This design comes from an exercise in tuning for small area and a short achievable clock period on the open sky130 flow, not from production work. Only simulation tests tie the RTL to the original design; equivalence was not proved.

Design mlt_cplx, start of the top module:
module mlt_cplx(in1, in2, op, clock);
input  [47:0] in1, in2;
input         clock;
output [47:0] op;
wire [6:0]  e_ar, e_ai, e_br, e_bi;
wire [16:0] f_ar, f_ai, f_br, f_bi;
wire [4:0]  t_ar, t_ai, t_br, t_bi;
wire [2:0]  c_ar, c_ai, c_br, c_bi;
fp_unpack u_ar (.x(in1[47:24]), .e(e_ar), .f(f_ar), .tz(t_ar), .c(c_ar));
fp_unpack u_ai (.x(in1[23:0]),  .e(e_ai), .f(f_ai), .tz(t_ai), .c(c_ai));
fp_unpack u_br (.x(in2[47:24]), .e(e_br), .f(f_br), .tz(t_br), .c(c_br));
fp_unpack u_bi (.x(in2[23:0]),  .e(e_bi), .f(f_bi), .tz(t_bi), .c(c_bi));
wire s_ar = in1[47], s_ai = in1[23], s_br = in2[47], s_bi = in2[23];
wire [23:0] rr, ii, ri, ir;
fp_mulr m1 (s_ar, e_ar, f_ar, t_ar, c_ar, s_br, e_br, f_br, t_br, c_br, rr);
fp_mulr m2 (s_ai, e_ai, f_ai, t_ai, c_ai, s_bi, e_bi, f_bi, t_bi, c_bi, ii);
fp_mulr m3 (s_ar, e_ar, f_ar, t_ar, c_ar, s_bi, e_bi, f_bi, t_bi, c_bi, ri);
  ...
For scale: about 8900 cells after synthesis, ~96 flip-flops, roughly 150 I/O pins, ~0.059 sq mm of cells after synthesis.
Settings: LEC_CHECK=0, CAP_MARGIN=20, CORE_MARGIN=2, CORE_UTILIZATION=40, SLEW_MARGIN=20, SYNTH_HIERARCHICAL=1; clock period 35.0 ns.
standard.sh (not shown) runs the stock make flow with config.mk's settings and CLKGATE_MAP_FILE= SYNTH_SCRIPT=/design/flow/synth_recipe.tcl, a recipe that flattens the netlist after the stock synthesis.
==> flow/flow/run.sh <==
#!/bin/bash
# Layout flow for this design.
#  1. Synthesis: the standard flow's own synthesis script (ORFS synth.tcl, hierarchical
#     as set in config.mk), changed so that only the full adders of the
#     multiplier arrays (module fa_cell) are mapped to adder cells; the rest
#     of the logic is flattened just before ABC, which maps it in one piece
#     with flow/abc.script.  Yosys's early "abc -fast" pass is skipped so
#     that the adders stay as written.  Registers are untouched, so they keep
#     the names and cell types of the standard synthesis.
#  2. Floorplan to finish: the standard steps (standard.sh).
# Each tool's output goes to a log file of its own in this folder.
set -o pipefail
W=$(pwd)
S=$FLOW_HOME/scripts

# synthesis script
sed -e "s|^source \$::env(SCRIPTS_DIR)/synth_preamble.tcl\$|&\nset abc_args [list -script $W/flow/abc.script {*}\$lib_args {*}\$lib_dont_use_args -constr \$::env(OBJECTS_DIR)/abc.constr]|" \
    -e "s|^\(  *\)extract_fa {\*}\[dont_use_extract_fa_args\]\$|\1extract_fa {*}[dont_use_extract_fa_args] fa_cell|" \
    -e "s|^\(  *\)log_cmd abc {\*}\$abc_args\$|\1setattr -mod -unset keep_hierarchy\n\1flatten\n\1hierarchy -top \$::env(DESIGN_NAME)\n\1opt_clean -purge\n&|" \
    $S/synth.tcl > my_synth.tcl
sed -e "s|yosys synth -nofsm -noshare|yosys synth -nofsm -noshare -noabc|" \
    -e "s|^source \$::env(SCRIPTS_DIR)/synth.tcl\$|source $W/my_synth.tcl|" \
    synth_recipe.tcl > my_synth_recipe.tcl
diff $S/synth.tcl my_synth.tcl > my_synth.diff
diff synth_recipe.tcl my_synth_recipe.tcl > my_synth_recipe.diff

# the standard make command, for the synthesis target with the script above
MK=$(grep '^make ' standard.sh | sed -e "s|SYNTH_SCRIPT=[^ ]*|SYNTH_SCRIPT=$W/my_synth_recipe.tcl|" -e 's|"\${@:-finish}"|synth|')
eval "$MK" > synth.log 2>&1 || exit 1

# floorplan to finish: port buffers of plain buffers, and the timing repair
# aiming for extra setup slack (the clock and constraints are unchanged)
export BUFFER_PORTS_ARGS="-buffer_cell sky130_fd_sc_hd__buf_4"
export SETUP_SLACK_MARGIN=$(cat flow/margin.txt)
bash standard.sh > standard.log 2>&1
==> flow/flow/abc.script <==
strash
dch
map -D 7000
topo
stime -c
buffer -c
upsize -c
dnsize -c
==> flow/flow/margin.txt <==
17
The first run produced a clean layout.
==> next run, changes <==
==> flow/run.sh (new file) <==
#!/bin/bash
# synth_recipe.tcl (not shown) runs the flow's synth.tcl, then flattens the netlist and writes it again
# the make line also repeats each setting of config.mk as NAME=value (left out here)
make -C /OpenROAD-flow-scripts/flow DESIGN_CONFIG=/design/flow/config.mk WORK_HOME=/design/flow/orfs CLKGATE_MAP_FILE= SYNTH_SCRIPT=/design/flow/synth_recipe.tcl finish
- ABC_AREA: unset -> 1
- GPL_TIMING_DRIVEN: unset -> 0
removed: flow/flow/run.sh
removed: flow/flow/abc.script
removed: flow/flow/margin.txt
removed: flow/standard.sh
=> Worst hold slack gets better by 520 ps. Final cell count climbs by 17%. Design area rose by 5.6%. Count of clock-buffer cells in the layout does not change. Utilization fell by 5.7 points.
==> next run, changes <==
==> flow/flow/run.sh (new file) <==
#!/bin/bash
# Layout flow for this design.
#  1. Synthesis: the standard flow's own synthesis script (ORFS synth.tcl, hierarchical
#     as set in config.mk), changed so that only the full adders of the
#     multiplier arrays (module fa_cell) are mapped to adder cells; the rest
#     of the logic, except the multiplier arrays (module mul18), is
#     flattened just before ABC, which maps it with flow/abc.script.
#     Yosys's early "abc -fast" pass is skipped so that the adders stay as
#     written.  Registers are untouched, so they keep
#     the names and cell types of the standard synthesis.
#  2. Floorplan to finish: the standard steps (standard.sh).
# Each tool's output goes to a log file of its own in this folder.
set -o pipefail
W=$(pwd)
S=$FLOW_HOME/scripts

# synthesis script
sed -e "s|^source \$::env(SCRIPTS_DIR)/synth_preamble.tcl\$|&\nset abc_args [list -script $W/flow/abc.script {*}\$lib_args {*}\$lib_dont_use_args -constr \$::env(OBJECTS_DIR)/abc.constr]|" \
    -e "s|^\(  *\)extract_fa {\*}\[dont_use_extract_fa_args\]\$|\1extract_fa {*}[dont_use_extract_fa_args] fa_cell|" \
    -e "s|^\(  *\)log_cmd abc {\*}\$abc_args\$|\1setattr -mod -unset keep_hierarchy\n\1setattr -mod -set keep_hierarchy 1 mul18 fp_unpack\n\1flatten\n\1hierarchy -top \$::env(DESIGN_NAME)\n\1opt_clean -purge\n&|" \
    $S/synth.tcl > my_synth.tcl
sed -e "s|yosys synth -nofsm -noshare|yosys synth -nofsm -noshare -noabc|" \
    -e "s|^source \$::env(SCRIPTS_DIR)/synth.tcl\$|source $W/my_synth.tcl|" \
    synth_recipe.tcl > my_synth_recipe.tcl
diff $S/synth.tcl my_synth.tcl > my_synth.diff
diff synth_recipe.tcl my_synth_recipe.tcl > my_synth_recipe.diff

# the standard make command, for the synthesis target with the script above
MK=$(grep '^make ' standard.sh | sed -e "s|SYNTH_SCRIPT=[^ ]*|SYNTH_SCRIPT=$W/my_synth_recipe.tcl|" -e 's|"\${@:-finish}"|synth|')
eval "$MK" > synth.log 2>&1 || exit 1

# floorplan to finish: port buffers of plain buffers, and the timing repair
# aiming for extra setup slack (the clock and constraints are unchanged)
export BUFFER_PORTS_ARGS="-buffer_cell sky130_fd_sc_hd__buf_4"
export SETUP_SLACK_MARGIN=$(cat flow/margin.txt)
bash standard.sh > standard.log 2>&1
==> flow/flow/abc.script (new file) <==
strash
dch
map -B 0.9
topo
stime -c
buffer -c
upsize -c
dnsize -c
==> flow/flow/margin.txt (new file) <==
17
==> flow/standard.sh (new file) <==
#!/bin/bash
# synth_recipe.tcl (not shown) runs the flow's synth.tcl, then flattens the netlist and writes it again
# the make line also repeats each setting of config.mk as NAME=value (left out here)
make -C /OpenROAD-flow-scripts/flow DESIGN_CONFIG=/design/flow/config.mk WORK_HOME=/design/flow/orfs CLKGATE_MAP_FILE= SYNTH_SCRIPT=/design/flow/synth_recipe.tcl "${@:-finish}"
- ABC_AREA: 1 -> unset
- GPL_TIMING_DRIVEN: 0 -> unset
removed: flow/run.sh
Outcome:
- The new run produced a clean layout
- via count decreases by about 4%
- routed wire length decreases by about 4%
- hold slack loses 450 ps

---

Starting RTL as in the previous note.
// mlt_cplx
module mlt_cplx(in1, in2, op, clock);
input  [47:0] in1, in2;
input         clock;
output [47:0] op;
wire [6:0]  e_ar, e_ai, e_br, e_bi;
wire [16:0] f_ar, f_ai, f_br, f_bi;
wire [4:0]  t_ar, t_ai, t_br, t_bi;
wire [2:0]  c_ar, c_ai, c_br, c_bi;
fp_unpack u_ar (.x(in1[47:24]), .e(e_ar), .f(f_ar), .tz(t_ar), .c(c_ar));
fp_unpack u_ai (.x(in1[23:0]),  .e(e_ai), .f(f_ai), .tz(t_ai), .c(c_ai));
fp_unpack u_br (.x(in2[47:24]), .e(e_br), .f(f_br), .tz(t_br), .c(c_br));
fp_unpack u_bi (.x(in2[23:0]),  .e(e_bi), .f(f_bi), .tz(t_bi), .c(c_bi));
wire s_ar = in1[47], s_ai = in1[23], s_br = in2[47], s_bi = in2[23];
wire [23:0] rr, ii, ri, ir;
fp_mulr m1 (s_ar, e_ar, f_ar, t_ar, c_ar, s_br, e_br, f_br, t_br, c_br, rr);
fp_mulr m2 (s_ai, e_ai, f_ai, t_ai, c_ai, s_bi, e_bi, f_bi, t_bi, c_bi, ii);
fp_mulr m3 (s_ar, e_ar, f_ar, t_ar, c_ar, s_bi, e_bi, f_bi, t_bi, c_bi, ri);
fp_mulr m4 (s_ai, e_ai, f_ai, t_ai, c_ai, s_br, e_br, f_br, t_br, c_br, ir);
reg [23:0] p_rr, p_ii, p_ri, p_ir;
always @(posedge clock) begin
   p_rr <= rr;
   p_ii <= ii;
   p_ri <= ri;
   p_ir <= ir;
end
fp_add #(1) a_re (.a(p_rr), .b(p_ii), .z(op[47:24]));
fp_add #(0) a_im (.a(p_ri), .b(p_ir), .z(op[23:0]));
endmodule
Settings: LEC_CHECK=0, CAP_MARGIN=20, CORE_MARGIN=2, CORE_UTILIZATION=40, SLEW_MARGIN=20, SYNTH_HIERARCHICAL=1; clock period 35.0 ns.
==> flow/flow/run.sh <==
#!/bin/bash
# Layout flow for this design.
#  1. Synthesis: the standard flow's own synthesis script (ORFS synth.tcl, hierarchical
#     as set in config.mk), changed so that only the full adders of the
#     multiplier arrays (module fa_cell) are mapped to adder cells; the rest
#     of the logic, except the multiplier arrays (module mul18), is
#     flattened just before ABC, which maps it with flow/abc.script.
#     Yosys's early "abc -fast" pass is skipped so that the adders stay as
#     written.  Registers are untouched, so they keep
#     the names and cell types of the standard synthesis.
#  2. Floorplan to finish: the standard steps (standard.sh).
# Each tool's output goes to a log file of its own in this folder.
set -o pipefail
W=$(pwd)
S=$FLOW_HOME/scripts

# synthesis script
sed -e "s|^source \$::env(SCRIPTS_DIR)/synth_preamble.tcl\$|&\nset abc_args [list -script $W/flow/abc.script {*}\$lib_args {*}\$lib_dont_use_args -constr \$::env(OBJECTS_DIR)/abc.constr]|" \
    -e "s|^\(  *\)extract_fa {\*}\[dont_use_extract_fa_args\]\$|\1extract_fa {*}[dont_use_extract_fa_args] fa_cell|" \
    -e "s|^\(  *\)log_cmd abc {\*}\$abc_args\$|\1setattr -mod -unset keep_hierarchy\n\1setattr -mod -set keep_hierarchy 1 mul18\n\1flatten\n\1hierarchy -top \$::env(DESIGN_NAME)\n\1opt_clean -purge\n&|" \
    $S/synth.tcl > my_synth.tcl
sed -e "s|yosys synth -nofsm -noshare|yosys synth -nofsm -noshare -noabc|" \
    -e "s|^source \$::env(SCRIPTS_DIR)/synth.tcl\$|source $W/my_synth.tcl|" \
    synth_recipe.tcl > my_synth_recipe.tcl
diff $S/synth.tcl my_synth.tcl > my_synth.diff
diff synth_recipe.tcl my_synth_recipe.tcl > my_synth_recipe.diff

# the standard make command, for the synthesis target with the script above
MK=$(grep '^make ' standard.sh | sed -e "s|SYNTH_SCRIPT=[^ ]*|SYNTH_SCRIPT=$W/my_synth_recipe.tcl|" -e 's|"\${@:-finish}"|synth|')
eval "$MK" > synth.log 2>&1 || exit 1

# floorplan to finish: port buffers of plain buffers, and the timing repair
# aiming for extra setup slack (the clock and constraints are unchanged)
export BUFFER_PORTS_ARGS="-buffer_cell sky130_fd_sc_hd__buf_4"
export SETUP_SLACK_MARGIN=$(cat flow/margin.txt)
bash standard.sh > standard.log 2>&1
==> flow/flow/abc.script <==
strash
dch
map -B 0.9
topo
stime -c
buffer -c
upsize -c
dnsize -c
==> flow/flow/margin.txt <==
16.5
The first run finished with timing, DRC and antenna clean.
Rerun with:
--- a/flow/flow/run.sh
+++ b/flow/flow/run.sh
@@ -5,6 +5,5 @@
 #     multiplier arrays (module fa_cell) are mapped to adder cells; the rest
-#     of the logic, except the multiplier arrays (module mul18), is
-#     flattened just before ABC, which maps it with flow/abc.script.
-#     Yosys's early "abc -fast" pass is skipped so that the adders stay as
-#     written.  Registers are untouched, so they keep
+#     of the logic is flattened just before ABC, which maps it in one piece
+#     with flow/abc.script.  Yosys's early "abc -fast" pass is skipped so
+#     that the adders stay as written.  Registers are untouched, so they keep
 #     the names and cell types of the standard synthesis.
@@ -19,3 +18,3 @@
     -e "s|^\(  *\)extract_fa {\*}\[dont_use_extract_fa_args\]\$|\1extract_fa {*}[dont_use_extract_fa_args] fa_cell|" \
-    -e "s|^\(  *\)log_cmd abc {\*}\$abc_args\$|\1setattr -mod -unset keep_hierarchy\n\1setattr -mod -set keep_hierarchy 1 mul18\n\1flatten\n\1hierarchy -top \$::env(DESIGN_NAME)\n\1opt_clean -purge\n&|" \
+    -e "s|^\(  *\)log_cmd abc {\*}\$abc_args\$|\1setattr -mod -unset keep_hierarchy\n\1flatten\n\1hierarchy -top \$::env(DESIGN_NAME)\n\1opt_clean -purge\n&|" \
     $S/synth.tcl > my_synth.tcl
==> flow/flow/margin.txt (replaced) <==
19
Outcome:
- The new run finished with timing, DRC and antenna clean
- routed wire length grows by about a fifth
- non-clock buffer count increases by 690
- setup slack gains 1.4 ns
- first-iteration DRC count rose by a quarter to a third
- cell count rose by a few percent
- worst hold slack is worse by 0.10 ns
- sequential share of layout area drops by 0.39 points
- utilization rises by 8.8 points
Rerun with:
==> flow/flow/run.sh (replaced) <==
#!/bin/bash
# The standard layout, with the port buffers made of plain buffers and the
# timing repair aiming for extra setup slack.
export BUFFER_PORTS_ARGS="-buffer_cell sky130_fd_sc_hd__buf_4"
export SETUP_SLACK_MARGIN=19
bash standard.sh > standard.log 2>&1
--- a/flow/config.mk
+++ b/flow/config.mk
@@ -7,2 +7,3 @@
 export LEC_CHECK = 0
+export ABC_AREA = 1
 export CAP_MARGIN = 20
@@ -10,2 +11,3 @@
 export CORE_UTILIZATION = 40
+export GPL_TIMING_DRIVEN = 0
 export SLEW_MARGIN = 20
removed: flow/flow/abc.script
removed: flow/flow/margin.txt
What happened: Critical path depth climbs by 26. Core utilization drops by 0.83 points. Wire length drops by 4.9%. Via count climbs by about 2.7%. Cell count climbs by about 7%. Non-clock buffer count climbs by 347.

---

== try-indigo ==
mlt_cplx again, from the RTL that the note above started with.
Settings: LEC_CHECK=0, CAP_MARGIN=20, CORE_MARGIN=2, CORE_UTILIZATION=40, SLEW_MARGIN=20, SYNTH_HIERARCHICAL=1; clock period 35.0 ns.
==> flow/flow/run.sh <==
#!/bin/bash
# Layout flow for this design.
#  1. Synthesis: the standard flow's own synthesis script (ORFS synth.tcl, hierarchical
#     as set in config.mk), changed so that only the full adders of the
#     multiplier arrays (module fa_cell) are mapped to adder cells; the rest
#     of the logic is flattened just before ABC, which maps it in one piece
#     with flow/abc.script.  Yosys's early "abc -fast" pass is skipped so
#     that the adders stay as written.  Registers are untouched, so they keep
#     the names and cell types of the standard synthesis.
#  2. Floorplan to finish: the standard steps (standard.sh).
# Each tool's output goes to a log file of its own in this folder.
set -o pipefail
W=$(pwd)
S=$FLOW_HOME/scripts

# synthesis script
sed -e "s|^source \$::env(SCRIPTS_DIR)/synth_preamble.tcl\$|&\nset abc_args [list -script $W/flow/abc.script {*}\$lib_args {*}\$lib_dont_use_args -constr \$::env(OBJECTS_DIR)/abc.constr]|" \
    -e "s|^\(  *\)extract_fa {\*}\[dont_use_extract_fa_args\]\$|\1extract_fa {*}[dont_use_extract_fa_args] fa_cell|" \
    -e "s|^\(  *\)log_cmd abc {\*}\$abc_args\$|\1setattr -mod -unset keep_hierarchy\n\1flatten\n\1hierarchy -top \$::env(DESIGN_NAME)\n\1opt_clean -purge\n&|" \
    $S/synth.tcl > my_synth.tcl
sed -e "s|yosys synth -nofsm -noshare|yosys synth -nofsm -noshare -noabc|" \
    -e "s|^source \$::env(SCRIPTS_DIR)/synth.tcl\$|source $W/my_synth.tcl|" \
    synth_recipe.tcl > my_synth_recipe.tcl
diff $S/synth.tcl my_synth.tcl > my_synth.diff
diff synth_recipe.tcl my_synth_recipe.tcl > my_synth_recipe.diff

# the standard make command, for the synthesis target with the script above
MK=$(grep '^make ' standard.sh | sed -e "s|SYNTH_SCRIPT=[^ ]*|SYNTH_SCRIPT=$W/my_synth_recipe.tcl|" -e 's|"\${@:-finish}"|synth|')
eval "$MK" > synth.log 2>&1 || exit 1

# floorplan to finish
bash standard.sh > standard.log 2>&1
==> flow/flow/abc.script <==
strash
dch
map -B 0.9
topo
stime -c
buffer -c
upsize -c
dnsize -c
What try-raven does differently from try-indigo at the input level:
==> flow/flow/run.sh <==
#!/bin/bash
# Layout flow for this design.
#  1. Synthesis: the standard flow's own synthesis script (ORFS synth.tcl, hierarchical
#     as set in config.mk), changed so that only the full adders of the
#     multiplier arrays (module fa_cell) are mapped to adder cells; the rest
#     of the logic, except the multiplier arrays (module mul18), is
#     flattened just before ABC, which maps it with flow/abc.script.
#     Yosys's early "abc -fast" pass is skipped so that the adders stay as
#     written.  Registers are untouched, so they keep
#     the names and cell types of the standard synthesis.
#  2. Floorplan to finish: the standard steps (standard.sh).
# Each tool's output goes to a log file of its own in this folder.
set -o pipefail
W=$(pwd)
S=$FLOW_HOME/scripts

# synthesis script
sed -e "s|^source \$::env(SCRIPTS_DIR)/synth_preamble.tcl\$|&\nset abc_args [list -script $W/flow/abc.script {*}\$lib_args {*}\$lib_dont_use_args -constr \$::env(OBJECTS_DIR)/abc.constr]|" \
    -e "s|^\(  *\)extract_fa {\*}\[dont_use_extract_fa_args\]\$|\1extract_fa {*}[dont_use_extract_fa_args] fa_cell|" \
    -e "s|^\(  *\)log_cmd abc {\*}\$abc_args\$|\1setattr -mod -unset keep_hierarchy\n\1setattr -mod -set keep_hierarchy 1 mul18\n\1flatten\n\1hierarchy -top \$::env(DESIGN_NAME)\n\1opt_clean -purge\n&|" \
    $S/synth.tcl > my_synth.tcl
sed -e "s|yosys synth -nofsm -noshare|yosys synth -nofsm -noshare -noabc|" \
    -e "s|^source \$::env(SCRIPTS_DIR)/synth.tcl\$|source $W/my_synth.tcl|" \
    synth_recipe.tcl > my_synth_recipe.tcl
diff $S/synth.tcl my_synth.tcl > my_synth.diff
diff synth_recipe.tcl my_synth_recipe.tcl > my_synth_recipe.diff

# the standard make command, for the synthesis target with the script above
MK=$(grep '^make ' standard.sh | sed -e "s|SYNTH_SCRIPT=[^ ]*|SYNTH_SCRIPT=$W/my_synth_recipe.tcl|" -e 's|"\${@:-finish}"|synth|')
eval "$MK" > synth.log 2>&1 || exit 1

# floorplan to finish: port buffers of plain buffers, and the timing repair
# aiming for extra setup slack (the clock and constraints are unchanged)
export BUFFER_PORTS_ARGS="-buffer_cell sky130_fd_sc_hd__buf_4"
export SETUP_SLACK_MARGIN=$(cat flow/margin.txt)
bash standard.sh > standard.log 2>&1
==> flow/flow/abc.script <==
strash
dch
map -B 0.9
topo
stime -c
buffer -c
==> flow/flow/margin.txt (new file) <==
17
==> comparison <==
try-indigo ended up with in2[20] as its timing startpoint of the critical path; try-raven ended up with in1[1].
try-indigo was carried through to the last stage, and its layout satisfied the timing, design-rule and antenna checks.
try-raven closes out successfully: all stages finished, all timing, DRC and antenna checks passed.
Summary: total wirelength of the detailed-routed design, try-raven better than try-indigo
Changes observed in try-raven relative to try-indigo: die boundary height rose by about 3.2%; antenna diode count fell by 3.
Modified inputs, try-sierra compared to try-raven
Settings: ABC_AREA newly set to 1.
==> flow/run.sh (new file) <==
#!/bin/bash
# synth_recipe.tcl (not shown) runs the flow's synth.tcl, then flattens the netlist and writes it again
# the make line also repeats each setting of config.mk as NAME=value (left out here)
make -C /OpenROAD-flow-scripts/flow DESIGN_CONFIG=/design/flow/config.mk WORK_HOME=/design/flow/orfs CLKGATE_MAP_FILE= SYNTH_SCRIPT=/design/flow/synth_recipe.tcl finish
removed: flow/flow/run.sh
removed: flow/flow/abc.script
removed: flow/flow/margin.txt
removed: flow/standard.sh
==> comparison <==
For try-sierra, the worst setup path category was reg2out, unlike try-raven, where it was in2reg.
try-raven was routed with fewer vias than try-sierra.
Global-route usage is higher on try-sierra
Per-cell routed wire length | try-sierra above try-raven
What try-fjord does differently from try-sierra at the input level:
Settings: ABC_AREA no longer set, was 1.
==> flow/flow/run.sh (new file) <==
#!/bin/bash
# Layout flow for this design.
#  1. Synthesis: the standard flow's own synthesis script (ORFS synth.tcl, hierarchical
#     as set in config.mk), changed so that only the full adders of the
#     multiplier arrays (module fa_cell) are mapped to adder cells; the rest
#     of the logic, except the multiplier arrays (module mul18), is
#     flattened just before ABC, which maps it with flow/abc.script.
#     Yosys's early "abc -fast" pass is skipped so that the adders stay as
#     written.  Registers are untouched, so they keep
#     the names and cell types of the standard synthesis.
#  2. Floorplan to finish: the standard steps (standard.sh).
# Each tool's output goes to a log file of its own in this folder.
set -o pipefail
W=$(pwd)
S=$FLOW_HOME/scripts

# synthesis script
sed -e "s|^source \$::env(SCRIPTS_DIR)/synth_preamble.tcl\$|&\nset abc_args [list -script $W/flow/abc.script {*}\$lib_args {*}\$lib_dont_use_args -constr \$::env(OBJECTS_DIR)/abc.constr]|" \
    -e "s|^\(  *\)extract_fa {\*}\[dont_use_extract_fa_args\]\$|\1extract_fa {*}[dont_use_extract_fa_args] fa_cell|" \
    -e "s|^\(  *\)log_cmd abc {\*}\$abc_args\$|\1setattr -mod -unset keep_hierarchy\n\1setattr -mod -set keep_hierarchy 1 mul18\n\1flatten\n\1hierarchy -top \$::env(DESIGN_NAME)\n\1opt_clean -purge\n&|" \
    $S/synth.tcl > my_synth.tcl
sed -e "s|yosys synth -nofsm -noshare|yosys synth -nofsm -noshare -noabc|" \
    -e "s|^source \$::env(SCRIPTS_DIR)/synth.tcl\$|source $W/my_synth.tcl|" \
    synth_recipe.tcl > my_synth_recipe.tcl
diff $S/synth.tcl my_synth.tcl > my_synth.diff
diff synth_recipe.tcl my_synth_recipe.tcl > my_synth_recipe.diff

# the standard make command, for the synthesis target with the script above
MK=$(grep '^make ' standard.sh | sed -e "s|SYNTH_SCRIPT=[^ ]*|SYNTH_SCRIPT=$W/my_synth_recipe.tcl|" -e 's|"\${@:-finish}"|synth|')
eval "$MK" > synth.log 2>&1 || exit 1

# floorplan to finish: port buffers of plain buffers, and the timing repair
# aiming for extra setup slack (the clock and constraints are unchanged)
export BUFFER_PORTS_ARGS="-buffer_cell sky130_fd_sc_hd__buf_4"
export SETUP_SLACK_MARGIN=$(cat flow/margin.txt)
bash standard.sh > standard.log 2>&1
==> flow/flow/abc.script (new file) <==
strash
dch
amap
topo
stime -c
buffer -c
upsize -c
dnsize -c
==> flow/flow/margin.txt (new file) <==
17
==> flow/standard.sh (new file) <==
#!/bin/bash
# synth_recipe.tcl (not shown) runs the flow's synth.tcl, then flattens the netlist and writes it again
# the make line also repeats each setting of config.mk as NAME=value (left out here)
make -C /OpenROAD-flow-scripts/flow DESIGN_CONFIG=/design/flow/config.mk WORK_HOME=/design/flow/orfs CLKGATE_MAP_FILE= SYNTH_SCRIPT=/design/flow/synth_recipe.tcl "${@:-finish}"
removed: flow/run.sh
- Comparing try-sierra and try-fjord, the lower estimated wirelength of the detail-placed design was measured on try-fjord.
- Antenna cell count in try-fjord is 2 above try-sierra.
- Time the final worst path needs with I/O delays and setup (higher): try-fjord
- [try-fjord] worst setup slack before clock tree synthesis fell 3.68 ns relative to try-sierra
- try-fjord reports a higher average detailed-routed wire length per instance than try-sierra does.
- Compare try-sierra and try-fjord | count of clock-net buffers in the final layout lower: try-sierra
- In try-fjord relative to try-sierra, design area had gone up by a few percent.
- Slowest library cell on the worst path: fa_1 -> try-fjord, nor2_2 -> try-sierra
- Number of well-tap cells placed shrinks by more than 10% when moving from try-sierra to try-fjord.
- try-fjord leaves less setup margin than try-sierra.

==> afterwards: timing with drivers on the ports <==
How much do the figures lean on ideal ports? The routed layouts below were timed once more, with nothing changed but the port constraints. Step 1, drivers: a clkbuf_16 drives clock and a buf_2 each remaining input, both assumed. Step 2 moves the port delays by t, midway between the first and last clock arrival at a register: inputs arrive t later, outputs are due t later. That takes back most of the time a late clock gives input paths. Three values: ideal, step 1, step 2; two values: the first two.
run	shift t [ns]	setup WS [ns]	slew at the worst register clock pin (ns)
the first run of note 1	0.418	16.170 / 16.128 / 15.710	0.07 / 0.07
the second run of note 1	0.426	16.000 / 15.940 / 15.760	0.08 / 0.08
the third run of note 1	0.423	17.600 / 17.637 / 17.214	0.07 / 0.07
the first run of note 2	0.424	17.187 / 17.215 / 16.790	0.07 / 0.07
the second run of note 2	0.456	18.578 / 18.616 / 18.160	0.07 / 0.07
the third run of note 2	0.424	18.443 / 18.379 / 18.495	0.08 / 0.08
try-indigo	0.462	14.553 / 14.590 / 14.128	0.08 / 0.08
try-raven	0.400	17.484 / 17.500 / 17.101	0.07 / 0.07
try-sierra	0.412	15.205 / 15.155 / 15.567	0.07 / 0.07
try-fjord	0.419	14.808 / 14.807 / 14.388	0.08 / 0.08
After both steps setup and hold are still met in every run listed. The setup slack of the first run of note 1, which loses most, moves by -0.042 ns with the drivers and by -0.460 ns with both steps.
